This is an optimization exercise on Yosys and OpenROAD, whose aim is small area and a short achievable clock period, not a production implementation.
RTL that was checked went through simulation tests only; none was proved equivalent to the original.
The RTL of run 1 was laid out without a check of its function.
Power and IR drop assume default switching activity.

==> flow/design.v, too long to show whole: its modules and the start of the top module <==
// module DCIM: 1771 lines
module DCIM (
    input clk,
    input rst_n,
    input in_valid,
    input [127:0] in_data1,
    input [127:0] in_data2,
    input [127:0] in_data3,
    input [127:0] in_data4,
    output reg out_valid,
    output reg [12:0] O1,
    output reg [12:0] O2,
    output reg [12:0] O3,
    output reg [12:0] O4
);
  // ...
==> flow/flow/run.sh <==
#!/bin/bash
# Standard ORFS layout with two changes:
#  - SYNTH_ARGS=-noabc: skip the abc -fast inside Yosys's generic synth, so the
#    full adders written in the RTL reach extract_fa in their plain polarity
#    (no inverters around every full adder); the final liberty abc still runs.
#  - port buffers use buf_1.
set -euo pipefail
bash standard.sh SYNTH_ARGS=-noabc "BUFFER_PORTS_ARGS=-buffer_cell sky130_fd_sc_hd__buf_1" finish > flow_make.log 2>&1
==> flow/standard.sh <==
#!/bin/bash
# synth_recipe.tcl (not shown) runs the flow's synth.tcl, then flattens the netlist and writes it again
# the make line also repeats each setting of config.mk as NAME=value (left out here)
make -C /OpenROAD-flow-scripts/flow DESIGN_CONFIG=/design/flow/config.mk WORK_HOME=/design/flow/orfs CLKGATE_MAP_FILE= SYNTH_SCRIPT=/design/flow/synth_recipe.tcl "${@:-finish}"
==> flow/config.mk <==
export PLATFORM = sky130hd
export DESIGN_NAME = DCIM
export DESIGN_NICKNAME = DCIM
export VERILOG_FILES = /design/flow/design.v
export SDC_FILE = /design/flow/constraint.sdc
export NUM_CORES = 4
export LEC_CHECK = 0
export CAP_MARGIN = 20
export CORE_MARGIN = 2
export CORE_UTILIZATION = 60
export CTS_CLUSTER_DIAMETER = 80
export CTS_CLUSTER_SIZE = 30
export SETUP_SLACK_MARGIN = 0.8
export SLEW_MARGIN = 20
==> flow/constraint.sdc <==
create_clock -name core_clock -period 2.4 [get_ports {clk}]
set_input_delay 0.4800 -clock core_clock [delete_from_list [all_inputs] [get_ports {clk}]]
set_output_delay 0.4800 -clock core_clock [all_outputs]
set_load 0.01 [all_outputs]
==> impl_table.tex, run 1 <==
\begin{tabular}{lr}
\hline
Metric & Value \\
\hline
\multicolumn{2}{l}{\textbf{Critical path}} \\
\quad Highest net fanout along the worst path & 2 \\
\quad Worst setup startpoint & ac4[3] \\
\quad Worst r2r path cells & 6 \\
\quad End of the critical path & P4[12] \\
\multicolumn{2}{l}{\textbf{Cells and area}} \\
\quad Proportion of final cell area spent on non-clock buffers & 7.57\% \\
\quad Post-layout nets & 3303 \\
\quad Final non-filler cell area & 0.0330 mm\^{}2 \\
\quad Post-layout instance count excluding filler cells & 2838 \\
\quad Share of the final layout cell area in multi-input gates & 44.4\% \\
\quad Fraction of area in registers & 42.9\% \\
\multicolumn{2}{l}{\textbf{Synth}} \\
\quad Most used standard cells in the synthesized netlist & fa\_1, dfxtp\_1, and2\_1 \\
\quad Sequential cell area fraction in the yosys report & 51.0\% \\
\quad Most area-consuming cells after synthesis & fa\_1, dfxtp\_1, edfxtp\_1 \\
\quad Mux cell area share after synthesis & 0.162\% \\
\quad Synthesized net count & 2690 \\
\quad Simple-Gate Fraction of Synth Area & 4.32\% \\
\quad Synth Area in Compound Gates & 2.77\% \\
\multicolumn{2}{l}{\textbf{Routing}} \\
\quad Top metal layer carrying routed signals & met4 \\
\quad Count of vias placed by the detailed router & 13800 \\
\quad Wl on met1 & 19.7 mm \\
\multicolumn{2}{l}{\textbf{Outcome}} \\
\quad Status & no timing/DRC/antenna violations \\
\multicolumn{2}{l}{\textbf{Placement}} \\
\quad I/O Buffers & 567 \\
\quad Inst Count DP & 2762 \\
\multicolumn{2}{l}{\textbf{Die}} \\
\quad Starting utilization of the core area & 61.0\% \\
\quad Height of the die & 219 um \\
\quad Die width & 219 um \\
\multicolumn{2}{l}{\textbf{STA}} \\
\quad Final critical-path required period & 1.71 ns \\
\quad Relative max-transition margin & 68.8\% \\
\quad Final setup violation count & 0 \\
\quad Maximum clock frequency & 0.585 GHz \\
\multicolumn{2}{l}{\textbf{Power and ir drop}} \\
\quad Power in the clock group & 5.67 mW \\
\quad Switching pwr & 13.3 mW \\
\quad Leading power group & registers \\
\multicolumn{2}{l}{\textbf{CTS}} \\
\quad Clock sink count & 640 \\
\quad Post-CTS clock slew at the launch and capture registers of the worst setup and hold paths & 0.11 ns \\
\quad Latest clock arrival within the worst-skew pair & 0.59 ns \\
\multicolumn{2}{l}{\textbf{GRT}} \\
\quad GR Layer Usage met3 & 2.51\% \\
\multicolumn{2}{l}{\textbf{Min path}} \\
\quad Min-Delay Path Depth & 2 \\
\multicolumn{2}{l}{\textbf{Flow run}} \\
\quad Number of max-cap violations & 0 \\
\hline
\end{tabular}
==> inputs of run 2 (changes only) <==
--- a/flow/design.v
+++ b/flow/design.v
@@ -360,7 +360,7 @@
 wire a1_s12 = ga1[12] ^ gc1[12];
 wire a1_c12 = ga1[12] & gc1[12];
 always @(posedge clk) if (v[5]) begin as1 <= {a1_s12, a1_s11, a1_s10, a1_s9, a1_s8, a1_s7, a1_s6, a1_s5, a1_s4, a1_s3, a1_s2, a1_s1, a1_s0}; ac1 <= {a1_c11, a1_c10, a1_c9, a1_c8, a1_c7, a1_c6, a1_c5, a1_c4, a1_c3, a1_c2, a1_c1, a1_c0, 1'b0}; end
-wire [13:0] R1_w;
+wire [9:0] R1_w;
 assign R1_w[0] = as1[0];
 wire R1_wh_g0 = as1[1] & ac1[1];
 wire R1_wh_p0 = as1[1] ^ ac1[1];
@@ -378,14 +378,6 @@
 wire R1_wh_p6 = as1[7] ^ ac1[7];
 wire R1_wh_g7 = as1[8] & ac1[8];
 wire R1_wh_p7 = as1[8] ^ ac1[8];
-wire R1_wh_g8 = as1[9] & ac1[9];
-wire R1_wh_p8 = as1[9] ^ ac1[9];
-wire R1_wh_g9 = as1[10] & ac1[10];
-wire R1_wh_p9 = as1[10] ^ ac1[10];
-wire R1_wh_g10 = as1[11] & ac1[11];
-wire R1_wh_p10 = as1[11] ^ ac1[11];
-wire R1_wh_g11 = as1[12] & ac1[12];
-wire R1_wh_p11 = as1[12] ^ ac1[12];
 wire R1_wh_n1 = (as1[2] & ac1[2]) | (as1[2] & as1[1] & ac1[1]) | (ac1[2] & as1[1] & ac1[1]);
 wire R1_wh_n2 = R1_wh_p1 & R1_wh_p0;
 wire R1_wh_n3 = R1_wh_p3 & R1_wh_g2;
@@ -397,81 +389,108 @@
 wire R1_wh_n9 = R1_wh_p7 & R1_wh_g6;
 wire R1_wh_n10 = R1_wh_g7 | R1_wh_n9;
 wire R1_wh_n11 = R1_wh_p7 & R1_wh_p6;
-wire R1_wh_n12 = R1_wh_p9 & R1_wh_g8;
-wire R1_wh_n13 = R1_wh_g9 | R1_wh_n12;
-wire R1_wh_n14 = R1_wh_p9 & R1_wh_p8;
-wire R1_wh_n15 = R1_wh_p11 & R1_wh_g10;
-wire R1_wh_n16 = R1_wh_g11 | R1_wh_n15;
-wire R1_wh_n17 = R1_wh_p11 & R1_wh_p10;
-wire R1_wh_n18 = R1_wh_p2 & R1_wh_g1;
-wire R1_wh_n19 = R1_wh_g2 | R1_wh_n18;
-wire R1_wh_n20 = R1_wh_p2 & R1_wh_p1;
-wire R1_wh_n21 = R1_wh_n20 & R1_wh_g0;
-wire R1_wh_n22 = R1_wh_n19 | R1_wh_n21;
-wire R1_wh_n23 = R1_wh_p2 & R1_wh_n2;
-wire R1_wh_n24 = R1_wh_n5 & R1_wh_n1;
-wire R1_wh_n25 = R1_wh_n4 | R1_wh_n24;
-wire R1_wh_n26 = R1_wh_n5 & R1_wh_n2;
-wire R1_wh_n27 = R1_wh_p6 & R1_wh_n7;
-wire R1_wh_n28 = R1_wh_g6 | R1_wh_n27;
-wire R1_wh_n29 = R1_wh_p6 & R1_wh_n8;
-wire R1_wh_n30 = R1_wh_n11 & R1_wh_n7;
-wire R1_wh_n31 = R1_wh_n10 | R1_wh_n30;
-wire R1_wh_n32 = R1_wh_n11 & R1_wh_n8;
-wire R1_wh_n33 = R1_wh_p10 & R1_wh_n13;
-wire R1_wh_n34 = R1_wh_g10 | R1_wh_n33;
-wire R1_wh_n35 = R1_wh_p10 & R1_wh_n14;
-wire R1_wh_n36 = R1_wh_n17 & R1_wh_n13;
-wire R1_wh_n37 = R1_wh_n16 | R1_wh_n36;
-wire R1_wh_n38 = R1_wh_n17 & R1_wh_n14;
-wire R1_wh_n39 = R1_wh_p4 & R1_wh_g3;
-wire R1_wh_n40 = R1_wh_g4 | R1_wh_n39;
-wire R1_wh_n41 = R1_wh_p4 & R1_wh_p3;
-wire R1_wh_n42 = R1_wh_n41 & R1_wh_n22;
-wire R1_wh_n43 = R1_wh_n40 | R1_wh_n42;
-wire R1_wh_n44 = R1_wh_p4 & R1_wh_n26;
-wire R1_wh_n45 = R1_wh_n8 & R1_wh_n25;
-wire R1_wh_n46 = R1_wh_n7 | R1_wh_n45;
-wire R1_wh_n47 = R1_wh_n8 & R1_wh_n26;
-wire R1_wh_n48 = R1_wh_n29 & R1_wh_n25;
-wire R1_wh_n49 = R1_wh_n28 | R1_wh_n48;
-wire R1_wh_n50 = R1_wh_n29 & R1_wh_n26;
-wire R1_wh_n51 = R1_wh_n32 & R1_wh_n25;
-wire R1_wh_n52 = R1_wh_n31 | R1_wh_n51;
-wire R1_wh_n53 = R1_wh_n32 & R1_wh_n26;
-wire R1_wh_n54 = R1_wh_p8 & R1_wh_g7;
-wire R1_wh_n55 = R1_wh_g8 | R1_wh_n54;
-wire R1_wh_n56 = R1_wh_p8 & R1_wh_p7;
-wire R1_wh_n57 = R1_wh_n56 & R1_wh_n49;
-wire R1_wh_n58 = R1_wh_n55 | R1_wh_n57;
-wire R1_wh_n59 = R1_wh_p8 & R1_wh_n53;
-wire R1_wh_n60 = R1_wh_n14 & R1_wh_n52;
-wire R1_wh_n61 = R1_wh_n13 | R1_wh_n60;
-wire R1_wh_n62 = R1_wh_n14 & R1_wh_n53;
-wire R1_wh_n63 = R1_wh_n35 & R1_wh_n52;
-wire R1_wh_n64 = R1_wh_n34 | R1_wh_n63;
-wire R1_wh_n65 = R1_wh_n35 & R1_wh_n53;
-wire R1_wh_n66 = R1_wh_n38 & R1_wh_n52;
-wire R1_wh_n67 = R1_wh_n37 | R1_wh_n66;
-wire R1_wh_n68 = R1_wh_n38 & R1_wh_n53;
-wire [12:0] R1_wh;
+wire R1_wh_n12 = R1_wh_p2 & R1_wh_g1;
+wire R1_wh_n13 = R1_wh_g2 | R1_wh_n12;
+wire R1_wh_n14 = R1_wh_p2 & R1_wh_p1;
+wire R1_wh_n15 = R1_wh_n14 & R1_wh_g0;
+wire R1_wh_n16 = R1_wh_n13 | R1_wh_n15;
+wire R1_wh_n17 = R1_wh_p2 & R1_wh_n2;
+wire R1_wh_n18 = R1_wh_n5 & R1_wh_n1;
+wire R1_wh_n19 = R1_wh_n4 | R1_wh_n18;
+wire R1_wh_n20 = R1_wh_n5 & R1_wh_n2;
+wire R1_wh_n21 = R1_wh_p6 & R1_wh_n7;
+wire R1_wh_n22 = R1_wh_g6 | R1_wh_n21;
+wire R1_wh_n23 = R1_wh_p6 & R1_wh_n8;
+wire R1_wh_n24 = R1_wh_n11 & R1_wh_n7;
+wire R1_wh_n25 = R1_wh_n10 | R1_wh_n24;
+wire R1_wh_n26 = R1_wh_n11 & R1_wh_n8;
+wire R1_wh_n27 = R1_wh_p4 & R1_wh_g3;
+wire R1_wh_n28 = R1_wh_g4 | R1_wh_n27;
+wire R1_wh_n29 = R1_wh_p4 & R1_wh_p3;
+wire R1_wh_n30 = R1_wh_n29 & R1_wh_n16;
+wire R1_wh_n31 = R1_wh_n28 | R1_wh_n30;
+wire R1_wh_n32 = R1_wh_p4 & R1_wh_n20;
+wire R1_wh_n33 = R1_wh_n8 & R1_wh_n19;
+wire R1_wh_n34 = R1_wh_n7 | R1_wh_n33;
+wire R1_wh_n35 = R1_wh_n8 & R1_wh_n20;
+wire R1_wh_n36 = R1_wh_n23 & R1_wh_n19;
+wire R1_wh_n37 = R1_wh_n22 | R1_wh_n36;
+wire R1_wh_n38 = R1_wh_n23 & R1_wh_n20;
+wire R1_wh_n39 = R1_wh_n26 & R1_wh_n19;
+wire R1_wh_n40 = R1_wh_n25 | R1_wh_n39;
+wire R1_wh_n41 = R1_wh_n26 & R1_wh_n20;
+wire [8:0] R1_wh;
 assign R1_wh[0] = R1_wh_p0;
 assign R1_wh[1] = R1_wh_p1 ^ R1_wh_g0;
 assign R1_wh[2] = R1_wh_p2 ^ R1_wh_n1;
-assign R1_wh[3] = R1_wh_p3 ^ R1_wh_n22;
-assign R1_wh[4] = R1_wh_p4 ^ R1_wh_n25;
-assign R1_wh[5] = R1_wh_p5 ^ R1_wh_n43;
-assign R1_wh[6] = R1_wh_p6 ^ R1_wh_n46;
-assign R1_wh[7] = R1_wh_p7 ^ R1_wh_n49;
-assign R1_wh[8] = R1_wh_p8 ^ R1_wh_n52;
-assign R1_wh[9] = R1_wh_p9 ^ R1_wh_n58;
-assign R1_wh[10] = R1_wh_p10 ^ R1_wh_n61;
-assign R1_wh[11] = R1_wh_p11 ^ R1_wh_n64;
-assign R1_wh[12] = R1_wh_n67;
-assign R1_w[13:1] = R1_wh;
-reg [13:0] P1;
+assign R1_wh[3] = R1_wh_p3 ^ R1_wh_n16;
+assign R1_wh[4] = R1_wh_p4 ^ R1_wh_n19;
+assign R1_wh[5] = R1_wh_p5 ^ R1_wh_n31;
+assign R1_wh[6] = R1_wh_p6 ^ R1_wh_n34;
+assign R1_wh[7] = R1_wh_p7 ^ R1_wh_n37;
+assign R1_wh[8] = R1_wh_n40;
+assign R1_w[9:1] = R1_wh;
+reg [9:0] P1;
 always @(posedge clk) P1 <= R1_w;
-wire [12:0] Q1 = P1[12:0];
+wire B01_0_g0 = as1[9] & ac1[9];
+wire B01_0_p0 = as1[9] ^ ac1[9];
+wire B01_0_g1 = as1[10] & ac1[10];
+wire B01_0_p1 = as1[10] ^ ac1[10];
+wire B01_0_g2 = as1[11] & ac1[11];
+wire B01_0_p2 = as1[11] ^ ac1[11];
+wire B01_0_g3 = as1[12] & ac1[12];
+wire B01_0_p3 = as1[12] ^ ac1[12];
+wire B01_0_n1 = (as1[10] & ac1[10]) | (as1[10] & as1[9] & ac1[9]) | (ac1[10] & as1[9] & ac1[9]);
+wire B01_0_n2 = B01_0_p1 & B01_0_p0;
+wire B01_0_n3 = B01_0_p3 & B01_0_g2;
+wire B01_0_n4 = B01_0_g3 | B01_0_n3;
+wire B01_0_n5 = B01_0_p3 & B01_0_p2;
+wire B01_0_n6 = B01_0_p2 & B01_0_g1;
+wire B01_0_n7 = B01_0_g2 | B01_0_n6;
+wire B01_0_n8 = B01_0_p2 & B01_0_p1;
+wire B01_0_n9 = B01_0_n8 & B01_0_g0;
+wire B01_0_n10 = B01_0_n7 | B01_0_n9;
+wire B01_0_n11 = B01_0_p2 & B01_0_n2;
+wire B01_0_n12 = B01_0_n5 & B01_0_n1;
+wire B01_0_n13 = B01_0_n4 | B01_0_n12;
+wire B01_0_n14 = B01_0_n5 & B01_0_n2;
+wire [3:0] B01_0;
+assign B01_0[0] = B01_0_p0;
+assign B01_0[1] = B01_0_p1 ^ B01_0_g0;
+assign B01_0[2] = B01_0_p2 ^ B01_0_n1;
+assign B01_0[3] = B01_0_p3 ^ B01_0_n10;
+wire B11_0_g0 = as1[9] & ac1[9];
+wire B11_0_p0 = as1[9] ^ ac1[9];
+wire B11_0_g1 = as1[10] & ac1[10];
+wire B11_0_p1 = as1[10] ^ ac1[10];
+wire B11_0_g2 = as1[11] & ac1[11];
+wire B11_0_p2 = as1[11] ^ ac1[11];
+wire B11_0_g3 = as1[12] & ac1[12];
+wire B11_0_p3 = as1[12] ^ ac1[12];
+wire B11_0_n1 = as1[9] | ac1[9];
+wire B11_0_n2 = B11_0_p2 & B11_0_g1;
+wire B11_0_n3 = B11_0_g2 | B11_0_n2;
+wire B11_0_n4 = B11_0_p2 & B11_0_p1;
+wire B11_0_n5 = B11_0_p1 & B11_0_g0;
+wire B11_0_n6 = B11_0_g1 | B11_0_n5;
+wire B11_0_n7 = B11_0_p1 & B11_0_p0;
+wire B11_0_n8 = B11_0_n6 | B11_0_n7;
+wire B11_0_n9 = B11_0_n4 & B11_0_n1;
+wire B11_0_n10 = B11_0_n3 | B11_0_n9;
+wire B11_0_n11 = B11_0_p3 & B11_0_g2;
+wire B11_0_n12 = B11_0_g3 | B11_0_n11;
+wire B11_0_n13 = B11_0_p3 & B11_0_p2;
+wire B11_0_n14 = B11_0_n13 & B11_0_n8;
+wire B11_0_n15 = B11_0_n12 | B11_0_n14;
+wire [3:0] B11_0;
+assign B11_0[0] = ~B11_0_p0;
+assign B11_0[1] = B11_0_p1 ^ B11_0_n1;
+assign B11_0[2] = B11_0_p2 ^ B11_0_n8;
+assign B11_0[3] = B11_0_p3 ^ B11_0_n10;
+reg [3:0] Pz1_0, Po1_0;
+always @(posedge clk) begin Pz1_0 <= B01_0; Po1_0 <= B11_0; end
+wire [3:0] Bs1_0 = P1[9] ? Po1_0 : Pz1_0;
+wire [12:0] Q1 = {Bs1_0[3:0], P1[8:0]};
 wire c2_s1 = in_data2[0] ^ in_data2[4] ^ in_data2[8];
 wire c2_c1 = (in_data2[0] & in_data2[4]) | (in_data2[8] & (in_data2[0] ^ in_data2[4]));
 wire c2_s2 = in_data2[12] ^ in_data2[16] ^ in_data2[20];
@@ -792,7 +811,7 @@
 wire a2_s12 = ga2[12] ^ gc2[12];
 wire a2_c12 = ga2[12] & gc2[12];
 always @(posedge clk) if (v[5]) begin as2 <= {a2_s12, a2_s11, a2_s10, a2_s9, a2_s8, a2_s7, a2_s6, a2_s5, a2_s4, a2_s3, a2_s2, a2_s1, a2_s0}; ac2 <= {a2_c11, a2_c10, a2_c9, a2_c8, a2_c7, a2_c6, a2_c5, a2_c4, a2_c3, a2_c2, a2_c1, a2_c0, 1'b0}; end
-wire [13:0] R2_w;
+wire [9:0] R2_w;
 assign R2_w[0] = as2[0];
 wire R2_wh_g0 = as2[1] & ac2[1];
 wire R2_wh_p0 = as2[1] ^ ac2[1];
@@ -810,14 +829,6 @@
 wire R2_wh_p6 = as2[7] ^ ac2[7];
 wire R2_wh_g7 = as2[8] & ac2[8];
 wire R2_wh_p7 = as2[8] ^ ac2[8];
-wire R2_wh_g8 = as2[9] & ac2[9];
-wire R2_wh_p8 = as2[9] ^ ac2[9];
-wire R2_wh_g9 = as2[10] & ac2[10];
-wire R2_wh_p9 = as2[10] ^ ac2[10];
-wire R2_wh_g10 = as2[11] & ac2[11];
-wire R2_wh_p10 = as2[11] ^ ac2[11];
-wire R2_wh_g11 = as2[12] & ac2[12];
-wire R2_wh_p11 = as2[12] ^ ac2[12];
 wire R2_wh_n1 = (as2[2] & ac2[2]) | (as2[2] & as2[1] & ac2[1]) | (ac2[2] & as2[1] & ac2[1]);
 wire R2_wh_n2 = R2_wh_p1 & R2_wh_p0;
 wire R2_wh_n3 = R2_wh_p3 & R2_wh_g2;
@@ -829,81 +840,108 @@
 wire R2_wh_n9 = R2_wh_p7 & R2_wh_g6;
 wire R2_wh_n10 = R2_wh_g7 | R2_wh_n9;
 wire R2_wh_n11 = R2_wh_p7 & R2_wh_p6;
-wire R2_wh_n12 = R2_wh_p9 & R2_wh_g8;
-wire R2_wh_n13 = R2_wh_g9 | R2_wh_n12;
-wire R2_wh_n14 = R2_wh_p9 & R2_wh_p8;
-wire R2_wh_n15 = R2_wh_p11 & R2_wh_g10;
-wire R2_wh_n16 = R2_wh_g11 | R2_wh_n15;
-wire R2_wh_n17 = R2_wh_p11 & R2_wh_p10;
-wire R2_wh_n18 = R2_wh_p2 & R2_wh_g1;
-wire R2_wh_n19 = R2_wh_g2 | R2_wh_n18;
-wire R2_wh_n20 = R2_wh_p2 & R2_wh_p1;
-wire R2_wh_n21 = R2_wh_n20 & R2_wh_g0;
-wire R2_wh_n22 = R2_wh_n19 | R2_wh_n21;
-wire R2_wh_n23 = R2_wh_p2 & R2_wh_n2;
-wire R2_wh_n24 = R2_wh_n5 & R2_wh_n1;
-wire R2_wh_n25 = R2_wh_n4 | R2_wh_n24;
-wire R2_wh_n26 = R2_wh_n5 & R2_wh_n2;
-wire R2_wh_n27 = R2_wh_p6 & R2_wh_n7;
-wire R2_wh_n28 = R2_wh_g6 | R2_wh_n27;
-wire R2_wh_n29 = R2_wh_p6 & R2_wh_n8;
-wire R2_wh_n30 = R2_wh_n11 & R2_wh_n7;
-wire R2_wh_n31 = R2_wh_n10 | R2_wh_n30;
-wire R2_wh_n32 = R2_wh_n11 & R2_wh_n8;
-wire R2_wh_n33 = R2_wh_p10 & R2_wh_n13;
-wire R2_wh_n34 = R2_wh_g10 | R2_wh_n33;
-wire R2_wh_n35 = R2_wh_p10 & R2_wh_n14;
-wire R2_wh_n36 = R2_wh_n17 & R2_wh_n13;
-wire R2_wh_n37 = R2_wh_n16 | R2_wh_n36;
-wire R2_wh_n38 = R2_wh_n17 & R2_wh_n14;
-wire R2_wh_n39 = R2_wh_p4 & R2_wh_g3;
-wire R2_wh_n40 = R2_wh_g4 | R2_wh_n39;
-wire R2_wh_n41 = R2_wh_p4 & R2_wh_p3;
-wire R2_wh_n42 = R2_wh_n41 & R2_wh_n22;
-wire R2_wh_n43 = R2_wh_n40 | R2_wh_n42;
-wire R2_wh_n44 = R2_wh_p4 & R2_wh_n26;
-wire R2_wh_n45 = R2_wh_n8 & R2_wh_n25;
-wire R2_wh_n46 = R2_wh_n7 | R2_wh_n45;
-wire R2_wh_n47 = R2_wh_n8 & R2_wh_n26;
-wire R2_wh_n48 = R2_wh_n29 & R2_wh_n25;
-wire R2_wh_n49 = R2_wh_n28 | R2_wh_n48;
-wire R2_wh_n50 = R2_wh_n29 & R2_wh_n26;
-wire R2_wh_n51 = R2_wh_n32 & R2_wh_n25;
-wire R2_wh_n52 = R2_wh_n31 | R2_wh_n51;
-wire R2_wh_n53 = R2_wh_n32 & R2_wh_n26;
-wire R2_wh_n54 = R2_wh_p8 & R2_wh_g7;
-wire R2_wh_n55 = R2_wh_g8 | R2_wh_n54;
-wire R2_wh_n56 = R2_wh_p8 & R2_wh_p7;
-wire R2_wh_n57 = R2_wh_n56 & R2_wh_n49;
-wire R2_wh_n58 = R2_wh_n55 | R2_wh_n57;
-wire R2_wh_n59 = R2_wh_p8 & R2_wh_n53;
-wire R2_wh_n60 = R2_wh_n14 & R2_wh_n52;
-wire R2_wh_n61 = R2_wh_n13 | R2_wh_n60;
-wire R2_wh_n62 = R2_wh_n14 & R2_wh_n53;
-wire R2_wh_n63 = R2_wh_n35 & R2_wh_n52;
-wire R2_wh_n64 = R2_wh_n34 | R2_wh_n63;
-wire R2_wh_n65 = R2_wh_n35 & R2_wh_n53;
-wire R2_wh_n66 = R2_wh_n38 & R2_wh_n52;
-wire R2_wh_n67 = R2_wh_n37 | R2_wh_n66;
-wire R2_wh_n68 = R2_wh_n38 & R2_wh_n53;
-wire [12:0] R2_wh;
+wire R2_wh_n12 = R2_wh_p2 & R2_wh_g1;
+wire R2_wh_n13 = R2_wh_g2 | R2_wh_n12;
+wire R2_wh_n14 = R2_wh_p2 & R2_wh_p1;
+wire R2_wh_n15 = R2_wh_n14 & R2_wh_g0;
+wire R2_wh_n16 = R2_wh_n13 | R2_wh_n15;
+wire R2_wh_n17 = R2_wh_p2 & R2_wh_n2;
+wire R2_wh_n18 = R2_wh_n5 & R2_wh_n1;
+wire R2_wh_n19 = R2_wh_n4 | R2_wh_n18;
+wire R2_wh_n20 = R2_wh_n5 & R2_wh_n2;
+wire R2_wh_n21 = R2_wh_p6 & R2_wh_n7;
+wire R2_wh_n22 = R2_wh_g6 | R2_wh_n21;
+wire R2_wh_n23 = R2_wh_p6 & R2_wh_n8;
+wire R2_wh_n24 = R2_wh_n11 & R2_wh_n7;
+wire R2_wh_n25 = R2_wh_n10 | R2_wh_n24;
+wire R2_wh_n26 = R2_wh_n11 & R2_wh_n8;
+wire R2_wh_n27 = R2_wh_p4 & R2_wh_g3;
+wire R2_wh_n28 = R2_wh_g4 | R2_wh_n27;
+wire R2_wh_n29 = R2_wh_p4 & R2_wh_p3;
+wire R2_wh_n30 = R2_wh_n29 & R2_wh_n16;
+wire R2_wh_n31 = R2_wh_n28 | R2_wh_n30;
+wire R2_wh_n32 = R2_wh_p4 & R2_wh_n20;
+wire R2_wh_n33 = R2_wh_n8 & R2_wh_n19;
+wire R2_wh_n34 = R2_wh_n7 | R2_wh_n33;
+wire R2_wh_n35 = R2_wh_n8 & R2_wh_n20;
+wire R2_wh_n36 = R2_wh_n23 & R2_wh_n19;
+wire R2_wh_n37 = R2_wh_n22 | R2_wh_n36;
+wire R2_wh_n38 = R2_wh_n23 & R2_wh_n20;
+wire R2_wh_n39 = R2_wh_n26 & R2_wh_n19;
+wire R2_wh_n40 = R2_wh_n25 | R2_wh_n39;
+wire R2_wh_n41 = R2_wh_n26 & R2_wh_n20;
+wire [8:0] R2_wh;
 assign R2_wh[0] = R2_wh_p0;
 assign R2_wh[1] = R2_wh_p1 ^ R2_wh_g0;
 assign R2_wh[2] = R2_wh_p2 ^ R2_wh_n1;
-assign R2_wh[3] = R2_wh_p3 ^ R2_wh_n22;
-assign R2_wh[4] = R2_wh_p4 ^ R2_wh_n25;
-assign R2_wh[5] = R2_wh_p5 ^ R2_wh_n43;
-assign R2_wh[6] = R2_wh_p6 ^ R2_wh_n46;
-assign R2_wh[7] = R2_wh_p7 ^ R2_wh_n49;
-assign R2_wh[8] = R2_wh_p8 ^ R2_wh_n52;
-assign R2_wh[9] = R2_wh_p9 ^ R2_wh_n58;
-assign R2_wh[10] = R2_wh_p10 ^ R2_wh_n61;
-assign R2_wh[11] = R2_wh_p11 ^ R2_wh_n64;
-assign R2_wh[12] = R2_wh_n67;
-assign R2_w[13:1] = R2_wh;
-reg [13:0] P2;
+assign R2_wh[3] = R2_wh_p3 ^ R2_wh_n16;
+assign R2_wh[4] = R2_wh_p4 ^ R2_wh_n19;
+assign R2_wh[5] = R2_wh_p5 ^ R2_wh_n31;
+assign R2_wh[6] = R2_wh_p6 ^ R2_wh_n34;
+assign R2_wh[7] = R2_wh_p7 ^ R2_wh_n37;
+assign R2_wh[8] = R2_wh_n40;
+assign R2_w[9:1] = R2_wh;
+reg [9:0] P2;
 always @(posedge clk) P2 <= R2_w;
-wire [12:0] Q2 = P2[12:0];
+wire B02_0_g0 = as2[9] & ac2[9];
+wire B02_0_p0 = as2[9] ^ ac2[9];
+wire B02_0_g1 = as2[10] & ac2[10];
+wire B02_0_p1 = as2[10] ^ ac2[10];
+wire B02_0_g2 = as2[11] & ac2[11];
+wire B02_0_p2 = as2[11] ^ ac2[11];
+wire B02_0_g3 = as2[12] & ac2[12];
+wire B02_0_p3 = as2[12] ^ ac2[12];
+wire B02_0_n1 = (as2[10] & ac2[10]) | (as2[10] & as2[9] & ac2[9]) | (ac2[10] & as2[9] & ac2[9]);
+wire B02_0_n2 = B02_0_p1 & B02_0_p0;
+wire B02_0_n3 = B02_0_p3 & B02_0_g2;
+wire B02_0_n4 = B02_0_g3 | B02_0_n3;
+wire B02_0_n5 = B02_0_p3 & B02_0_p2;
+wire B02_0_n6 = B02_0_p2 & B02_0_g1;
+wire B02_0_n7 = B02_0_g2 | B02_0_n6;
+wire B02_0_n8 = B02_0_p2 & B02_0_p1;
+wire B02_0_n9 = B02_0_n8 & B02_0_g0;
+wire B02_0_n10 = B02_0_n7 | B02_0_n9;
+wire B02_0_n11 = B02_0_p2 & B02_0_n2;
+wire B02_0_n12 = B02_0_n5 & B02_0_n1;
+wire B02_0_n13 = B02_0_n4 | B02_0_n12;
+wire B02_0_n14 = B02_0_n5 & B02_0_n2;
+wire [3:0] B02_0;
+assign B02_0[0] = B02_0_p0;
+assign B02_0[1] = B02_0_p1 ^ B02_0_g0;
+assign B02_0[2] = B02_0_p2 ^ B02_0_n1;
+assign B02_0[3] = B02_0_p3 ^ B02_0_n10;
+wire B12_0_g0 = as2[9] & ac2[9];
+wire B12_0_p0 = as2[9] ^ ac2[9];
+wire B12_0_g1 = as2[10] & ac2[10];
+wire B12_0_p1 = as2[10] ^ ac2[10];
+wire B12_0_g2 = as2[11] & ac2[11];
+wire B12_0_p2 = as2[11] ^ ac2[11];
+wire B12_0_g3 = as2[12] & ac2[12];
+wire B12_0_p3 = as2[12] ^ ac2[12];
+wire B12_0_n1 = as2[9] | ac2[9];
+wire B12_0_n2 = B12_0_p2 & B12_0_g1;
+wire B12_0_n3 = B12_0_g2 | B12_0_n2;
+wire B12_0_n4 = B12_0_p2 & B12_0_p1;
+wire B12_0_n5 = B12_0_p1 & B12_0_g0;
+wire B12_0_n6 = B12_0_g1 | B12_0_n5;
+wire B12_0_n7 = B12_0_p1 & B12_0_p0;
+wire B12_0_n8 = B12_0_n6 | B12_0_n7;
+wire B12_0_n9 = B12_0_n4 & B12_0_n1;
+wire B12_0_n10 = B12_0_n3 | B12_0_n9;
+wire B12_0_n11 = B12_0_p3 & B12_0_g2;
+wire B12_0_n12 = B12_0_g3 | B12_0_n11;
+wire B12_0_n13 = B12_0_p3 & B12_0_p2;
+wire B12_0_n14 = B12_0_n13 & B12_0_n8;
+wire B12_0_n15 = B12_0_n12 | B12_0_n14;
+wire [3:0] B12_0;
+assign B12_0[0] = ~B12_0_p0;
+assign B12_0[1] = B12_0_p1 ^ B12_0_n1;
+assign B12_0[2] = B12_0_p2 ^ B12_0_n8;
+assign B12_0[3] = B12_0_p3 ^ B12_0_n10;
+reg [3:0] Pz2_0, Po2_0;
+always @(posedge clk) begin Pz2_0 <= B02_0; Po2_0 <= B12_0; end
+wire [3:0] Bs2_0 = P2[9] ? Po2_0 : Pz2_0;
+wire [12:0] Q2 = {Bs2_0[3:0], P2[8:0]};
 wire c3_s1 = in_data3[0] ^ in_data3[4] ^ in_data3[8];
 wire c3_c1 = (in_data3[0] & in_data3[4]) | (in_data3[8] & (in_data3[0] ^ in_data3[4]));
 wire c3_s2 = in_data3[12] ^ in_data3[16] ^ in_data3[20];
@@ -1224,7 +1262,7 @@
 wire a3_s12 = ga3[12] ^ gc3[12];
 wire a3_c12 = ga3[12] & gc3[12];
 always @(posedge clk) if (v[5]) begin as3 <= {a3_s12, a3_s11, a3_s10, a3_s9, a3_s8, a3_s7, a3_s6, a3_s5, a3_s4, a3_s3, a3_s2, a3_s1, a3_s0}; ac3 <= {a3_c11, a3_c10, a3_c9, a3_c8, a3_c7, a3_c6, a3_c5, a3_c4, a3_c3, a3_c2, a3_c1, a3_c0, 1'b0}; end
-wire [13:0] R3_w;
+wire [9:0] R3_w;
 assign R3_w[0] = as3[0];
 wire R3_wh_g0 = as3[1] & ac3[1];
 wire R3_wh_p0 = as3[1] ^ ac3[1];
@@ -1242,14 +1280,6 @@
 wire R3_wh_p6 = as3[7] ^ ac3[7];
 wire R3_wh_g7 = as3[8] & ac3[8];
 wire R3_wh_p7 = as3[8] ^ ac3[8];
-wire R3_wh_g8 = as3[9] & ac3[9];
-wire R3_wh_p8 = as3[9] ^ ac3[9];
-wire R3_wh_g9 = as3[10] & ac3[10];
-wire R3_wh_p9 = as3[10] ^ ac3[10];
-wire R3_wh_g10 = as3[11] & ac3[11];
-wire R3_wh_p10 = as3[11] ^ ac3[11];
-wire R3_wh_g11 = as3[12] & ac3[12];
-wire R3_wh_p11 = as3[12] ^ ac3[12];
 wire R3_wh_n1 = (as3[2] & ac3[2]) | (as3[2] & as3[1] & ac3[1]) | (ac3[2] & as3[1] & ac3[1]);
 wire R3_wh_n2 = R3_wh_p1 & R3_wh_p0;
 wire R3_wh_n3 = R3_wh_p3 & R3_wh_g2;
@@ -1261,81 +1291,108 @@
 wire R3_wh_n9 = R3_wh_p7 & R3_wh_g6;
 wire R3_wh_n10 = R3_wh_g7 | R3_wh_n9;
 wire R3_wh_n11 = R3_wh_p7 & R3_wh_p6;
-wire R3_wh_n12 = R3_wh_p9 & R3_wh_g8;
-wire R3_wh_n13 = R3_wh_g9 | R3_wh_n12;
-wire R3_wh_n14 = R3_wh_p9 & R3_wh_p8;
-wire R3_wh_n15 = R3_wh_p11 & R3_wh_g10;
-wire R3_wh_n16 = R3_wh_g11 | R3_wh_n15;
-wire R3_wh_n17 = R3_wh_p11 & R3_wh_p10;
-wire R3_wh_n18 = R3_wh_p2 & R3_wh_g1;
-wire R3_wh_n19 = R3_wh_g2 | R3_wh_n18;
-wire R3_wh_n20 = R3_wh_p2 & R3_wh_p1;
-wire R3_wh_n21 = R3_wh_n20 & R3_wh_g0;
-wire R3_wh_n22 = R3_wh_n19 | R3_wh_n21;
-wire R3_wh_n23 = R3_wh_p2 & R3_wh_n2;
-wire R3_wh_n24 = R3_wh_n5 & R3_wh_n1;
-wire R3_wh_n25 = R3_wh_n4 | R3_wh_n24;
-wire R3_wh_n26 = R3_wh_n5 & R3_wh_n2;
-wire R3_wh_n27 = R3_wh_p6 & R3_wh_n7;
-wire R3_wh_n28 = R3_wh_g6 | R3_wh_n27;
-wire R3_wh_n29 = R3_wh_p6 & R3_wh_n8;
-wire R3_wh_n30 = R3_wh_n11 & R3_wh_n7;
-wire R3_wh_n31 = R3_wh_n10 | R3_wh_n30;
-wire R3_wh_n32 = R3_wh_n11 & R3_wh_n8;
-wire R3_wh_n33 = R3_wh_p10 & R3_wh_n13;
-wire R3_wh_n34 = R3_wh_g10 | R3_wh_n33;
-wire R3_wh_n35 = R3_wh_p10 & R3_wh_n14;
-wire R3_wh_n36 = R3_wh_n17 & R3_wh_n13;
-wire R3_wh_n37 = R3_wh_n16 | R3_wh_n36;
-wire R3_wh_n38 = R3_wh_n17 & R3_wh_n14;
-wire R3_wh_n39 = R3_wh_p4 & R3_wh_g3;
-wire R3_wh_n40 = R3_wh_g4 | R3_wh_n39;
-wire R3_wh_n41 = R3_wh_p4 & R3_wh_p3;
-wire R3_wh_n42 = R3_wh_n41 & R3_wh_n22;
-wire R3_wh_n43 = R3_wh_n40 | R3_wh_n42;
-wire R3_wh_n44 = R3_wh_p4 & R3_wh_n26;
-wire R3_wh_n45 = R3_wh_n8 & R3_wh_n25;
-wire R3_wh_n46 = R3_wh_n7 | R3_wh_n45;
-wire R3_wh_n47 = R3_wh_n8 & R3_wh_n26;
-wire R3_wh_n48 = R3_wh_n29 & R3_wh_n25;
-wire R3_wh_n49 = R3_wh_n28 | R3_wh_n48;
-wire R3_wh_n50 = R3_wh_n29 & R3_wh_n26;
-wire R3_wh_n51 = R3_wh_n32 & R3_wh_n25;
-wire R3_wh_n52 = R3_wh_n31 | R3_wh_n51;
-wire R3_wh_n53 = R3_wh_n32 & R3_wh_n26;
-wire R3_wh_n54 = R3_wh_p8 & R3_wh_g7;
-wire R3_wh_n55 = R3_wh_g8 | R3_wh_n54;
-wire R3_wh_n56 = R3_wh_p8 & R3_wh_p7;
-wire R3_wh_n57 = R3_wh_n56 & R3_wh_n49;
-wire R3_wh_n58 = R3_wh_n55 | R3_wh_n57;
-wire R3_wh_n59 = R3_wh_p8 & R3_wh_n53;
-wire R3_wh_n60 = R3_wh_n14 & R3_wh_n52;
-wire R3_wh_n61 = R3_wh_n13 | R3_wh_n60;
-wire R3_wh_n62 = R3_wh_n14 & R3_wh_n53;
-wire R3_wh_n63 = R3_wh_n35 & R3_wh_n52;
-wire R3_wh_n64 = R3_wh_n34 | R3_wh_n63;
-wire R3_wh_n65 = R3_wh_n35 & R3_wh_n53;
-wire R3_wh_n66 = R3_wh_n38 & R3_wh_n52;
-wire R3_wh_n67 = R3_wh_n37 | R3_wh_n66;
-wire R3_wh_n68 = R3_wh_n38 & R3_wh_n53;
-wire [12:0] R3_wh;
+wire R3_wh_n12 = R3_wh_p2 & R3_wh_g1;
+wire R3_wh_n13 = R3_wh_g2 | R3_wh_n12;
+wire R3_wh_n14 = R3_wh_p2 & R3_wh_p1;
+wire R3_wh_n15 = R3_wh_n14 & R3_wh_g0;
+wire R3_wh_n16 = R3_wh_n13 | R3_wh_n15;
+wire R3_wh_n17 = R3_wh_p2 & R3_wh_n2;
+wire R3_wh_n18 = R3_wh_n5 & R3_wh_n1;
+wire R3_wh_n19 = R3_wh_n4 | R3_wh_n18;
+wire R3_wh_n20 = R3_wh_n5 & R3_wh_n2;
+wire R3_wh_n21 = R3_wh_p6 & R3_wh_n7;
+wire R3_wh_n22 = R3_wh_g6 | R3_wh_n21;
+wire R3_wh_n23 = R3_wh_p6 & R3_wh_n8;
+wire R3_wh_n24 = R3_wh_n11 & R3_wh_n7;
+wire R3_wh_n25 = R3_wh_n10 | R3_wh_n24;
+wire R3_wh_n26 = R3_wh_n11 & R3_wh_n8;
+wire R3_wh_n27 = R3_wh_p4 & R3_wh_g3;
+wire R3_wh_n28 = R3_wh_g4 | R3_wh_n27;
+wire R3_wh_n29 = R3_wh_p4 & R3_wh_p3;
+wire R3_wh_n30 = R3_wh_n29 & R3_wh_n16;
+wire R3_wh_n31 = R3_wh_n28 | R3_wh_n30;
+wire R3_wh_n32 = R3_wh_p4 & R3_wh_n20;
+wire R3_wh_n33 = R3_wh_n8 & R3_wh_n19;
+wire R3_wh_n34 = R3_wh_n7 | R3_wh_n33;
+wire R3_wh_n35 = R3_wh_n8 & R3_wh_n20;
+wire R3_wh_n36 = R3_wh_n23 & R3_wh_n19;
+wire R3_wh_n37 = R3_wh_n22 | R3_wh_n36;
+wire R3_wh_n38 = R3_wh_n23 & R3_wh_n20;
+wire R3_wh_n39 = R3_wh_n26 & R3_wh_n19;
+wire R3_wh_n40 = R3_wh_n25 | R3_wh_n39;
+wire R3_wh_n41 = R3_wh_n26 & R3_wh_n20;
+wire [8:0] R3_wh;
 assign R3_wh[0] = R3_wh_p0;
 assign R3_wh[1] = R3_wh_p1 ^ R3_wh_g0;
 assign R3_wh[2] = R3_wh_p2 ^ R3_wh_n1;
-assign R3_wh[3] = R3_wh_p3 ^ R3_wh_n22;
-assign R3_wh[4] = R3_wh_p4 ^ R3_wh_n25;
-assign R3_wh[5] = R3_wh_p5 ^ R3_wh_n43;
-assign R3_wh[6] = R3_wh_p6 ^ R3_wh_n46;
-assign R3_wh[7] = R3_wh_p7 ^ R3_wh_n49;
-assign R3_wh[8] = R3_wh_p8 ^ R3_wh_n52;
-assign R3_wh[9] = R3_wh_p9 ^ R3_wh_n58;
-assign R3_wh[10] = R3_wh_p10 ^ R3_wh_n61;
-assign R3_wh[11] = R3_wh_p11 ^ R3_wh_n64;
-assign R3_wh[12] = R3_wh_n67;
-assign R3_w[13:1] = R3_wh;
-reg [13:0] P3;
+assign R3_wh[3] = R3_wh_p3 ^ R3_wh_n16;
+assign R3_wh[4] = R3_wh_p4 ^ R3_wh_n19;
+assign R3_wh[5] = R3_wh_p5 ^ R3_wh_n31;
+assign R3_wh[6] = R3_wh_p6 ^ R3_wh_n34;
+assign R3_wh[7] = R3_wh_p7 ^ R3_wh_n37;
+assign R3_wh[8] = R3_wh_n40;
+assign R3_w[9:1] = R3_wh;
+reg [9:0] P3;
 always @(posedge clk) P3 <= R3_w;
-wire [12:0] Q3 = P3[12:0];
+wire B03_0_g0 = as3[9] & ac3[9];
+wire B03_0_p0 = as3[9] ^ ac3[9];
+wire B03_0_g1 = as3[10] & ac3[10];
+wire B03_0_p1 = as3[10] ^ ac3[10];
+wire B03_0_g2 = as3[11] & ac3[11];
+wire B03_0_p2 = as3[11] ^ ac3[11];
+wire B03_0_g3 = as3[12] & ac3[12];
+wire B03_0_p3 = as3[12] ^ ac3[12];
+wire B03_0_n1 = (as3[10] & ac3[10]) | (as3[10] & as3[9] & ac3[9]) | (ac3[10] & as3[9] & ac3[9]);
+wire B03_0_n2 = B03_0_p1 & B03_0_p0;
+wire B03_0_n3 = B03_0_p3 & B03_0_g2;
+wire B03_0_n4 = B03_0_g3 | B03_0_n3;
+wire B03_0_n5 = B03_0_p3 & B03_0_p2;
+wire B03_0_n6 = B03_0_p2 & B03_0_g1;
+wire B03_0_n7 = B03_0_g2 | B03_0_n6;
+wire B03_0_n8 = B03_0_p2 & B03_0_p1;
+wire B03_0_n9 = B03_0_n8 & B03_0_g0;
+wire B03_0_n10 = B03_0_n7 | B03_0_n9;
+wire B03_0_n11 = B03_0_p2 & B03_0_n2;
+wire B03_0_n12 = B03_0_n5 & B03_0_n1;
+wire B03_0_n13 = B03_0_n4 | B03_0_n12;
+wire B03_0_n14 = B03_0_n5 & B03_0_n2;
+wire [3:0] B03_0;
+assign B03_0[0] = B03_0_p0;
+assign B03_0[1] = B03_0_p1 ^ B03_0_g0;
+assign B03_0[2] = B03_0_p2 ^ B03_0_n1;
+assign B03_0[3] = B03_0_p3 ^ B03_0_n10;
+wire B13_0_g0 = as3[9] & ac3[9];
+wire B13_0_p0 = as3[9] ^ ac3[9];
+wire B13_0_g1 = as3[10] & ac3[10];
+wire B13_0_p1 = as3[10] ^ ac3[10];
+wire B13_0_g2 = as3[11] & ac3[11];
+wire B13_0_p2 = as3[11] ^ ac3[11];
+wire B13_0_g3 = as3[12] & ac3[12];
+wire B13_0_p3 = as3[12] ^ ac3[12];
+wire B13_0_n1 = as3[9] | ac3[9];
+wire B13_0_n2 = B13_0_p2 & B13_0_g1;
+wire B13_0_n3 = B13_0_g2 | B13_0_n2;
+wire B13_0_n4 = B13_0_p2 & B13_0_p1;
+wire B13_0_n5 = B13_0_p1 & B13_0_g0;
+wire B13_0_n6 = B13_0_g1 | B13_0_n5;
+wire B13_0_n7 = B13_0_p1 & B13_0_p0;
+wire B13_0_n8 = B13_0_n6 | B13_0_n7;
+wire B13_0_n9 = B13_0_n4 & B13_0_n1;
+wire B13_0_n10 = B13_0_n3 | B13_0_n9;
+wire B13_0_n11 = B13_0_p3 & B13_0_g2;
+wire B13_0_n12 = B13_0_g3 | B13_0_n11;
+wire B13_0_n13 = B13_0_p3 & B13_0_p2;
+wire B13_0_n14 = B13_0_n13 & B13_0_n8;
+wire B13_0_n15 = B13_0_n12 | B13_0_n14;
+wire [3:0] B13_0;
+assign B13_0[0] = ~B13_0_p0;
+assign B13_0[1] = B13_0_p1 ^ B13_0_n1;
+assign B13_0[2] = B13_0_p2 ^ B13_0_n8;
+assign B13_0[3] = B13_0_p3 ^ B13_0_n10;
+reg [3:0] Pz3_0, Po3_0;
+always @(posedge clk) begin Pz3_0 <= B03_0; Po3_0 <= B13_0; end
+wire [3:0] Bs3_0 = P3[9] ? Po3_0 : Pz3_0;
+wire [12:0] Q3 = {Bs3_0[3:0], P3[8:0]};
 wire c4_s1 = in_data4[0] ^ in_data4[4] ^ in_data4[8];
 wire c4_c1 = (in_data4[0] & in_data4[4]) | (in_data4[8] & (in_data4[0] ^ in_data4[4]));
 wire c4_s2 = in_data4[12] ^ in_data4[16] ^ in_data4[20];
@@ -1656,7 +1713,7 @@
 wire a4_s12 = ga4[12] ^ gc4[12];
 wire a4_c12 = ga4[12] & gc4[12];
 always @(posedge clk) if (v[5]) begin as4 <= {a4_s12, a4_s11, a4_s10, a4_s9, a4_s8, a4_s7, a4_s6, a4_s5, a4_s4, a4_s3, a4_s2, a4_s1, a4_s0}; ac4 <= {a4_c11, a4_c10, a4_c9, a4_c8, a4_c7, a4_c6, a4_c5, a4_c4, a4_c3, a4_c2, a4_c1, a4_c0, 1'b0}; end
-wire [13:0] R4_w;
+wire [9:0] R4_w;
 assign R4_w[0] = as4[0];
 wire R4_wh_g0 = as4[1] & ac4[1];
 wire R4_wh_p0 = as4[1] ^ ac4[1];
@@ -1674,14 +1731,6 @@
 wire R4_wh_p6 = as4[7] ^ ac4[7];
 wire R4_wh_g7 = as4[8] & ac4[8];
 wire R4_wh_p7 = as4[8] ^ ac4[8];
-wire R4_wh_g8 = as4[9] & ac4[9];
-wire R4_wh_p8 = as4[9] ^ ac4[9];
-wire R4_wh_g9 = as4[10] & ac4[10];
-wire R4_wh_p9 = as4[10] ^ ac4[10];
-wire R4_wh_g10 = as4[11] & ac4[11];
-wire R4_wh_p10 = as4[11] ^ ac4[11];
-wire R4_wh_g11 = as4[12] & ac4[12];
-wire R4_wh_p11 = as4[12] ^ ac4[12];
 wire R4_wh_n1 = (as4[2] & ac4[2]) | (as4[2] & as4[1] & ac4[1]) | (ac4[2] & as4[1] & ac4[1]);
 wire R4_wh_n2 = R4_wh_p1 & R4_wh_p0;
 wire R4_wh_n3 = R4_wh_p3 & R4_wh_g2;
@@ -1693,79 +1742,106 @@
 wire R4_wh_n9 = R4_wh_p7 & R4_wh_g6;
 wire R4_wh_n10 = R4_wh_g7 | R4_wh_n9;
 wire R4_wh_n11 = R4_wh_p7 & R4_wh_p6;
-wire R4_wh_n12 = R4_wh_p9 & R4_wh_g8;
-wire R4_wh_n13 = R4_wh_g9 | R4_wh_n12;
-wire R4_wh_n14 = R4_wh_p9 & R4_wh_p8;
-wire R4_wh_n15 = R4_wh_p11 & R4_wh_g10;
-wire R4_wh_n16 = R4_wh_g11 | R4_wh_n15;
-wire R4_wh_n17 = R4_wh_p11 & R4_wh_p10;
-wire R4_wh_n18 = R4_wh_p2 & R4_wh_g1;
-wire R4_wh_n19 = R4_wh_g2 | R4_wh_n18;
-wire R4_wh_n20 = R4_wh_p2 & R4_wh_p1;
-wire R4_wh_n21 = R4_wh_n20 & R4_wh_g0;
-wire R4_wh_n22 = R4_wh_n19 | R4_wh_n21;
-wire R4_wh_n23 = R4_wh_p2 & R4_wh_n2;
-wire R4_wh_n24 = R4_wh_n5 & R4_wh_n1;
-wire R4_wh_n25 = R4_wh_n4 | R4_wh_n24;
-wire R4_wh_n26 = R4_wh_n5 & R4_wh_n2;
-wire R4_wh_n27 = R4_wh_p6 & R4_wh_n7;
-wire R4_wh_n28 = R4_wh_g6 | R4_wh_n27;
-wire R4_wh_n29 = R4_wh_p6 & R4_wh_n8;
-wire R4_wh_n30 = R4_wh_n11 & R4_wh_n7;
-wire R4_wh_n31 = R4_wh_n10 | R4_wh_n30;
-wire R4_wh_n32 = R4_wh_n11 & R4_wh_n8;
-wire R4_wh_n33 = R4_wh_p10 & R4_wh_n13;
-wire R4_wh_n34 = R4_wh_g10 | R4_wh_n33;
-wire R4_wh_n35 = R4_wh_p10 & R4_wh_n14;
-wire R4_wh_n36 = R4_wh_n17 & R4_wh_n13;
-wire R4_wh_n37 = R4_wh_n16 | R4_wh_n36;
-wire R4_wh_n38 = R4_wh_n17 & R4_wh_n14;
-wire R4_wh_n39 = R4_wh_p4 & R4_wh_g3;
-wire R4_wh_n40 = R4_wh_g4 | R4_wh_n39;
-wire R4_wh_n41 = R4_wh_p4 & R4_wh_p3;
-wire R4_wh_n42 = R4_wh_n41 & R4_wh_n22;
-wire R4_wh_n43 = R4_wh_n40 | R4_wh_n42;
-wire R4_wh_n44 = R4_wh_p4 & R4_wh_n26;
-wire R4_wh_n45 = R4_wh_n8 & R4_wh_n25;
-wire R4_wh_n46 = R4_wh_n7 | R4_wh_n45;
-wire R4_wh_n47 = R4_wh_n8 & R4_wh_n26;
-wire R4_wh_n48 = R4_wh_n29 & R4_wh_n25;
-wire R4_wh_n49 = R4_wh_n28 | R4_wh_n48;
-wire R4_wh_n50 = R4_wh_n29 & R4_wh_n26;
-wire R4_wh_n51 = R4_wh_n32 & R4_wh_n25;
-wire R4_wh_n52 = R4_wh_n31 | R4_wh_n51;
-wire R4_wh_n53 = R4_wh_n32 & R4_wh_n26;
-wire R4_wh_n54 = R4_wh_p8 & R4_wh_g7;
-wire R4_wh_n55 = R4_wh_g8 | R4_wh_n54;
-wire R4_wh_n56 = R4_wh_p8 & R4_wh_p7;
-wire R4_wh_n57 = R4_wh_n56 & R4_wh_n49;
-wire R4_wh_n58 = R4_wh_n55 | R4_wh_n57;
-wire R4_wh_n59 = R4_wh_p8 & R4_wh_n53;
-wire R4_wh_n60 = R4_wh_n14 & R4_wh_n52;
-wire R4_wh_n61 = R4_wh_n13 | R4_wh_n60;
-wire R4_wh_n62 = R4_wh_n14 & R4_wh_n53;
-wire R4_wh_n63 = R4_wh_n35 & R4_wh_n52;
-wire R4_wh_n64 = R4_wh_n34 | R4_wh_n63;
-wire R4_wh_n65 = R4_wh_n35 & R4_wh_n53;
-wire R4_wh_n66 = R4_wh_n38 & R4_wh_n52;
-wire R4_wh_n67 = R4_wh_n37 | R4_wh_n66;
-wire R4_wh_n68 = R4_wh_n38 & R4_wh_n53;
-wire [12:0] R4_wh;
+wire R4_wh_n12 = R4_wh_p2 & R4_wh_g1;
+wire R4_wh_n13 = R4_wh_g2 | R4_wh_n12;
+wire R4_wh_n14 = R4_wh_p2 & R4_wh_p1;
+wire R4_wh_n15 = R4_wh_n14 & R4_wh_g0;
+wire R4_wh_n16 = R4_wh_n13 | R4_wh_n15;
+wire R4_wh_n17 = R4_wh_p2 & R4_wh_n2;
+wire R4_wh_n18 = R4_wh_n5 & R4_wh_n1;
+wire R4_wh_n19 = R4_wh_n4 | R4_wh_n18;
+wire R4_wh_n20 = R4_wh_n5 & R4_wh_n2;
+wire R4_wh_n21 = R4_wh_p6 & R4_wh_n7;
+wire R4_wh_n22 = R4_wh_g6 | R4_wh_n21;
+wire R4_wh_n23 = R4_wh_p6 & R4_wh_n8;
+wire R4_wh_n24 = R4_wh_n11 & R4_wh_n7;
+wire R4_wh_n25 = R4_wh_n10 | R4_wh_n24;
+wire R4_wh_n26 = R4_wh_n11 & R4_wh_n8;
+wire R4_wh_n27 = R4_wh_p4 & R4_wh_g3;
+wire R4_wh_n28 = R4_wh_g4 | R4_wh_n27;
+wire R4_wh_n29 = R4_wh_p4 & R4_wh_p3;
+wire R4_wh_n30 = R4_wh_n29 & R4_wh_n16;
+wire R4_wh_n31 = R4_wh_n28 | R4_wh_n30;
+wire R4_wh_n32 = R4_wh_p4 & R4_wh_n20;
+wire R4_wh_n33 = R4_wh_n8 & R4_wh_n19;
+wire R4_wh_n34 = R4_wh_n7 | R4_wh_n33;
+wire R4_wh_n35 = R4_wh_n8 & R4_wh_n20;
+wire R4_wh_n36 = R4_wh_n23 & R4_wh_n19;
+wire R4_wh_n37 = R4_wh_n22 | R4_wh_n36;
+wire R4_wh_n38 = R4_wh_n23 & R4_wh_n20;
+wire R4_wh_n39 = R4_wh_n26 & R4_wh_n19;
+wire R4_wh_n40 = R4_wh_n25 | R4_wh_n39;
+wire R4_wh_n41 = R4_wh_n26 & R4_wh_n20;
+wire [8:0] R4_wh;
 assign R4_wh[0] = R4_wh_p0;
 assign R4_wh[1] = R4_wh_p1 ^ R4_wh_g0;
 assign R4_wh[2] = R4_wh_p2 ^ R4_wh_n1;
-assign R4_wh[3] = R4_wh_p3 ^ R4_wh_n22;
-assign R4_wh[4] = R4_wh_p4 ^ R4_wh_n25;
-assign R4_wh[5] = R4_wh_p5 ^ R4_wh_n43;
-assign R4_wh[6] = R4_wh_p6 ^ R4_wh_n46;
-assign R4_wh[7] = R4_wh_p7 ^ R4_wh_n49;
-assign R4_wh[8] = R4_wh_p8 ^ R4_wh_n52;
-assign R4_wh[9] = R4_wh_p9 ^ R4_wh_n58;
-assign R4_wh[10] = R4_wh_p10 ^ R4_wh_n61;
-assign R4_wh[11] = R4_wh_p11 ^ R4_wh_n64;
-assign R4_wh[12] = R4_wh_n67;
-assign R4_w[13:1] = R4_wh;
-reg [13:0] P4;
+assign R4_wh[3] = R4_wh_p3 ^ R4_wh_n16;
+assign R4_wh[4] = R4_wh_p4 ^ R4_wh_n19;
+assign R4_wh[5] = R4_wh_p5 ^ R4_wh_n31;
+assign R4_wh[6] = R4_wh_p6 ^ R4_wh_n34;
+assign R4_wh[7] = R4_wh_p7 ^ R4_wh_n37;
+assign R4_wh[8] = R4_wh_n40;
+assign R4_w[9:1] = R4_wh;
+reg [9:0] P4;
 always @(posedge clk) P4 <= R4_w;
-wire [12:0] Q4 = P4[12:0];
+wire B04_0_g0 = as4[9] & ac4[9];
+wire B04_0_p0 = as4[9] ^ ac4[9];
+wire B04_0_g1 = as4[10] & ac4[10];
+wire B04_0_p1 = as4[10] ^ ac4[10];
+wire B04_0_g2 = as4[11] & ac4[11];
+wire B04_0_p2 = as4[11] ^ ac4[11];
+wire B04_0_g3 = as4[12] & ac4[12];
+wire B04_0_p3 = as4[12] ^ ac4[12];
+wire B04_0_n1 = (as4[10] & ac4[10]) | (as4[10] & as4[9] & ac4[9]) | (ac4[10] & as4[9] & ac4[9]);
+wire B04_0_n2 = B04_0_p1 & B04_0_p0;
+wire B04_0_n3 = B04_0_p3 & B04_0_g2;
+wire B04_0_n4 = B04_0_g3 | B04_0_n3;
+wire B04_0_n5 = B04_0_p3 & B04_0_p2;
+wire B04_0_n6 = B04_0_p2 & B04_0_g1;
+wire B04_0_n7 = B04_0_g2 | B04_0_n6;
+wire B04_0_n8 = B04_0_p2 & B04_0_p1;
+wire B04_0_n9 = B04_0_n8 & B04_0_g0;
+wire B04_0_n10 = B04_0_n7 | B04_0_n9;
+wire B04_0_n11 = B04_0_p2 & B04_0_n2;
+wire B04_0_n12 = B04_0_n5 & B04_0_n1;
+wire B04_0_n13 = B04_0_n4 | B04_0_n12;
+wire B04_0_n14 = B04_0_n5 & B04_0_n2;
+wire [3:0] B04_0;
+assign B04_0[0] = B04_0_p0;
+assign B04_0[1] = B04_0_p1 ^ B04_0_g0;
+assign B04_0[2] = B04_0_p2 ^ B04_0_n1;
+assign B04_0[3] = B04_0_p3 ^ B04_0_n10;
+wire B14_0_g0 = as4[9] & ac4[9];
+wire B14_0_p0 = as4[9] ^ ac4[9];
+wire B14_0_g1 = as4[10] & ac4[10];
+wire B14_0_p1 = as4[10] ^ ac4[10];
+wire B14_0_g2 = as4[11] & ac4[11];
+wire B14_0_p2 = as4[11] ^ ac4[11];
+wire B14_0_g3 = as4[12] & ac4[12];
+wire B14_0_p3 = as4[12] ^ ac4[12];
+wire B14_0_n1 = as4[9] | ac4[9];
+wire B14_0_n2 = B14_0_p2 & B14_0_g1;
+wire B14_0_n3 = B14_0_g2 | B14_0_n2;
+wire B14_0_n4 = B14_0_p2 & B14_0_p1;
+wire B14_0_n5 = B14_0_p1 & B14_0_g0;
+wire B14_0_n6 = B14_0_g1 | B14_0_n5;
+wire B14_0_n7 = B14_0_p1 & B14_0_p0;
+wire B14_0_n8 = B14_0_n6 | B14_0_n7;
+wire B14_0_n9 = B14_0_n4 & B14_0_n1;
+wire B14_0_n10 = B14_0_n3 | B14_0_n9;
+wire B14_0_n11 = B14_0_p3 & B14_0_g2;
+wire B14_0_n12 = B14_0_g3 | B14_0_n11;
+wire B14_0_n13 = B14_0_p3 & B14_0_p2;
+wire B14_0_n14 = B14_0_n13 & B14_0_n8;
+wire B14_0_n15 = B14_0_n12 | B14_0_n14;
+wire [3:0] B14_0;
+assign B14_0[0] = ~B14_0_p0;
+assign B14_0[1] = B14_0_p1 ^ B14_0_n1;
+assign B14_0[2] = B14_0_p2 ^ B14_0_n8;
+assign B14_0[3] = B14_0_p3 ^ B14_0_n10;
+reg [3:0] Pz4_0, Po4_0;
+always @(posedge clk) begin Pz4_0 <= B04_0; Po4_0 <= B14_0; end
+wire [3:0] Bs4_0 = P4[9] ? Po4_0 : Pz4_0;
+wire [12:0] Q4 = {Bs4_0[3:0], P4[8:0]};
 endmodule
--- a/flow/config.mk
+++ b/flow/config.mk
@@ -8,7 +8,5 @@
 export CAP_MARGIN = 20
 export CORE_MARGIN = 2
 export CORE_UTILIZATION = 60
-export CTS_CLUSTER_DIAMETER = 80
-export CTS_CLUSTER_SIZE = 30
 export SETUP_SLACK_MARGIN = 0.8
 export SLEW_MARGIN = 20
==> impl_table.tex, run 2 <==
\begin{tabular}{lr}
\hline
Metric & Value \\
\hline
\multicolumn{2}{l}{\textbf{Synth}} \\
\quad Count of mapped cells out of synthesis & 1642 \\
\quad Synth top area share & 35.2\% \\
\quad Synth Area in Compound Gates & 1.75\% (-1.0 points) \\
\quad Most area-consuming cells after synthesis & fa\_1, dfxtp\_1, edfxtp\_1 \\
\quad Library cell occupying the most area in the post-synthesis netlist & fa\_1 \\
\quad Most used standard cells in the synthesized netlist & fa\_1, dfxtp\_1, and2\_1 \\
\quad Arithmetic-cell share of the synthesized area counting full adders, half adders and majority gates & 39.0\% \\
\quad Synthesized net count & 2737 (+1.7\%) \\
\quad Mux cell area share after synthesis & 0.728\% (+0.57 points) \\
\quad Area of the mapped netlist & 0.0282 mm\^{}2 \\
\quad Share of the synthesized netlist area taken by xor and xnor gates & 2.46\% \\
\quad Fraction of registers with async set or reset after synthesis & 10.9\% \\
\quad Synth Flop Type & dfxtp\_1 \\
\quad Post-synth EDFFs & 96 \\
\quad Post-Syn Area per Cell & 17.2 um\^{}2 \\
\quad Sequential cell area fraction in the yosys report & 51.6\% (+0.62 points) \\
\quad Simple-Gate Fraction of Synth Area & 4.02\% (-0.30 points) \\
\multicolumn{2}{l}{\textbf{Routing}} \\
\quad Post-route DRC violation count & 0 \\
\quad TritonRoute pass-1 iters & 4 \\
\quad Mean routed wirelength per cell & 21.3 um \\
\quad Count of vias placed by the detailed router & 14700 (+6.0\%) \\
\quad Detail Route Antenna Nets & 0 \\
\multicolumn{2}{l}{\textbf{CTS}} \\
\quad Clock sink count & 660 (+3.1\%) \\
\quad Latest clock arrival within the worst-skew pair & 0.61 ns (+0.02 ns) \\
\quad CTS buffer count & 61 \\
\quad H-tree Lvls & 2 \\
\quad Post-CTS clock slew at the launch and capture registers of the worst setup and hold paths & 0.07 ns (-0.04 ns) \\
\multicolumn{2}{l}{\textbf{Power and ir drop}} \\
\quad Overall power & 44.8 mW \\
\quad Power density cells & 1310 mW/mm\^{}2 \\
\multicolumn{2}{l}{\textbf{STA}} \\
\quad Relative max-transition margin & 39.8\% (-29 points) \\
\quad Maximum clock frequency & 0.599 GHz (+2.4\%) \\
\quad Final critical-path required period & 1.67 ns (-0.0395 ns) \\
\quad Final setup violation count & 0 (unchanged) \\
\quad Tcrit/Tclk final & 69.6\% \\
\quad Final-report max-slew violation count & 0 \\
\quad Slew at the pin closest to its max-slew limit & 0.904 ns \\
\multicolumn{2}{l}{\textbf{GRT}} \\
\quad Wire length of the first global-routing pass & 94.8 mm \\
\quad Via count of the first global-routing pass & 17200 \\
\quad Pin count of the biggest net entering global routing & 64 \\
\multicolumn{2}{l}{\textbf{Critical path}} \\
\quad Worst endpoint data arrival time & 1.19 ns \\
\quad Number of buffers and inverters on the critical path & 1 \\
\quad End of the critical path & O1[11] \\
\quad Biggest cell delay along the critical path & 0.42 ns \\
\quad Number of gates on the worst path with buffers counted & 1 \\
\quad Family of cells with the greatest summed delay on the critical path & flip-flops \\
\quad Crit path max-delay cell type & dfrtp\_1 \\
\quad Highest net fanout along the worst path & 1 (-1) \\
\quad Ordered list of cells on the worst path & clkbuf\_2 \\
\quad Launch instance of the worst register-to-register path & as3[3] \\
\quad CP endpoint kind & primary output \\
\quad Worst r2r path cells & 5 (-1) \\
\quad Worst setup startpoint & O1[11] \\
\multicolumn{2}{l}{\textbf{Placement}} \\
\quad I/O Buffers & 567 (unchanged) \\
\quad Inst Count DP & 2803 (+1.5\%) \\
\quad Final HPWL DP & 49.3 mm \\
\multicolumn{2}{l}{\textbf{Cells and area}} \\
\quad Final non-filler cell area & 0.0341 mm\^{}2 (+3.4\%) \\
\quad Area occupied by multi-input gates & 0.0141 mm\^{}2 \\
\quad Post-layout nets & 3364 (+1.8\%) \\
\quad Fraction of final layout cells sized beyond drive strength 1 & 18.3\% \\
\quad Most used cells in the layout excluding fill and tap cells & buf\_1, dfxtp\_1, fa\_1 \\
\quad Post-layout instance count excluding filler cells & 2936 (+3.5\%) \\
\quad Layout Area Growth over Synthesis & 21.1\% \\
\multicolumn{2}{l}{\textbf{Outcome}} \\
\quad Status & no timing/DRC/antenna violations \\
\multicolumn{2}{l}{\textbf{Die}} \\
\quad Die width & 221 um (+0.78\%) \\
\quad Row Count & 79 \\
\quad DIE AREA & 0.0487 mm\^{}2 \\
\quad Starting utilization of the core area & 60.6\% (-0.33 points) \\
\quad Top-Level Pins & 568 \\
\quad Height of the die & 221 um (+0.78\%) \\
\multicolumn{2}{l}{\textbf{Min path}} \\
\quad Worst hold path type & primary input to async pin \\
\multicolumn{2}{l}{\textbf{Flow run}} \\
\quad Number of max-cap violations & 0 (unchanged) \\
\hline
\end{tabular}
## run 2: per-layer routing
layer | share of wire (%) | global-route usage (%) | up-vias
met5 | 0 | 0 | -
li1 | - | - | 6565
met2 | 56 | 49.9 | 469
met3 | 5.4 | 6.12 | 113
met4 | 2.8 | 8.49 | 0
met1 | 36 | 30.4 | 7506
## run 2: per-stage QoR
step,setup WS [ns],hold slack (ns)
floorplan,0.444,0.184
global placement,0.138,0.311
detailed placement,0.109,0.312
CTS,0.722,0.0147
global route,0.688,0.0663
finish,0.730,0.0213
## run 2: cell families after synthesis
logic type	Yosys count
flops	660
compound gates	79
simple gates	189
xor+xnor	79
mux	20
buf+inv	35
fa+ha+maj	580
## run 2: cell type report
| class | instances | area share [%] |
|---|---|---|
| clock buffer | 92 | 5.53 |
| multi-input combinational | 947 | 41.4 |
| antenna | 9 | 0.0660 |
| inverter | 16 | 0.176 |
| sequential | 660 | 42.6 |
| clock inverter | 22 | 0.829 |
| tap | 607 | 2.23 |
| timing repair buffer | 583 | 7.14 |
## run 2: worst min-delay path by stage
stage | slack [ns] | cells past startpoint | startpoint | to
floorplan | 0.18 | 0 | rst_n | O1[0]
global placement | 0.31 | 0 | p2_r2[3] | p2_r3[3]
detailed placement | 0.31 | 0 | p2_r0[3] | p2_r1[0]
CTS | 0.01 | 1 | rst_n | O3[3]
global route | 0.07 | 1 | rst_n | O3[3]
finish | 0.02 | 1 | rst_n | O3[3]
## run 2: repair_timing
action,CTS,global route
gates resized for setup,38,71
endpoints found under the setup margin,79,72
setup buffers,8,1
endpoints found under the hold margin,1,0
hold buffers,1,0
pin swaps,2,2
## run 2: where the power goes
| part | internal [mW] | leakage (nW) | switching, mW |
|---|---|---|---|
| clock | 6.07 | 1.08 | 4.07 |
| combinational | 7.35 | 6.26 | 7.19 |
| sequential | 17.2 | 6.05 | 2.94 |
| total | 30.6 | 13.4 | 14.2 |

## static timing again, ports no longer ideal
The flow's constraints put no driver on any port. The routed layouts listed below were extracted and timed again, unchanged, in two steps.
Step 1 sets driving cells, clkbuf_16 on the clock port and buf_2 on the other inputs (assumed; they add their load-dependent delay and slew).
Step 2 adds t to the input delays and takes it off the output delays; t is the mean of the earliest and latest rising clock arrival at the registers after step 1. Input paths then give back, and output paths get back, about the clock's delay inside the block.
Three values: ideal, step 1, step 2; two values: the first two.
run | t (ns) | slack for setup (ns) | hold WS [ns] | worst data-port slew with drivers (ns)
run 1 | 0.643 | 0.691 / 0.691 / 0.212 | 0.223 / 0.188 / 0.329 | 0.10
run 2 | 0.670 | 0.730 / 0.667 / 0.142 | 0.021 / -0.015 / 0.326 | 0.10
After both steps setup and hold are still met in every run listed. The setup slack of run 2, which loses most, moves by -0.063 ns with the drivers and by -0.588 ns with both steps.
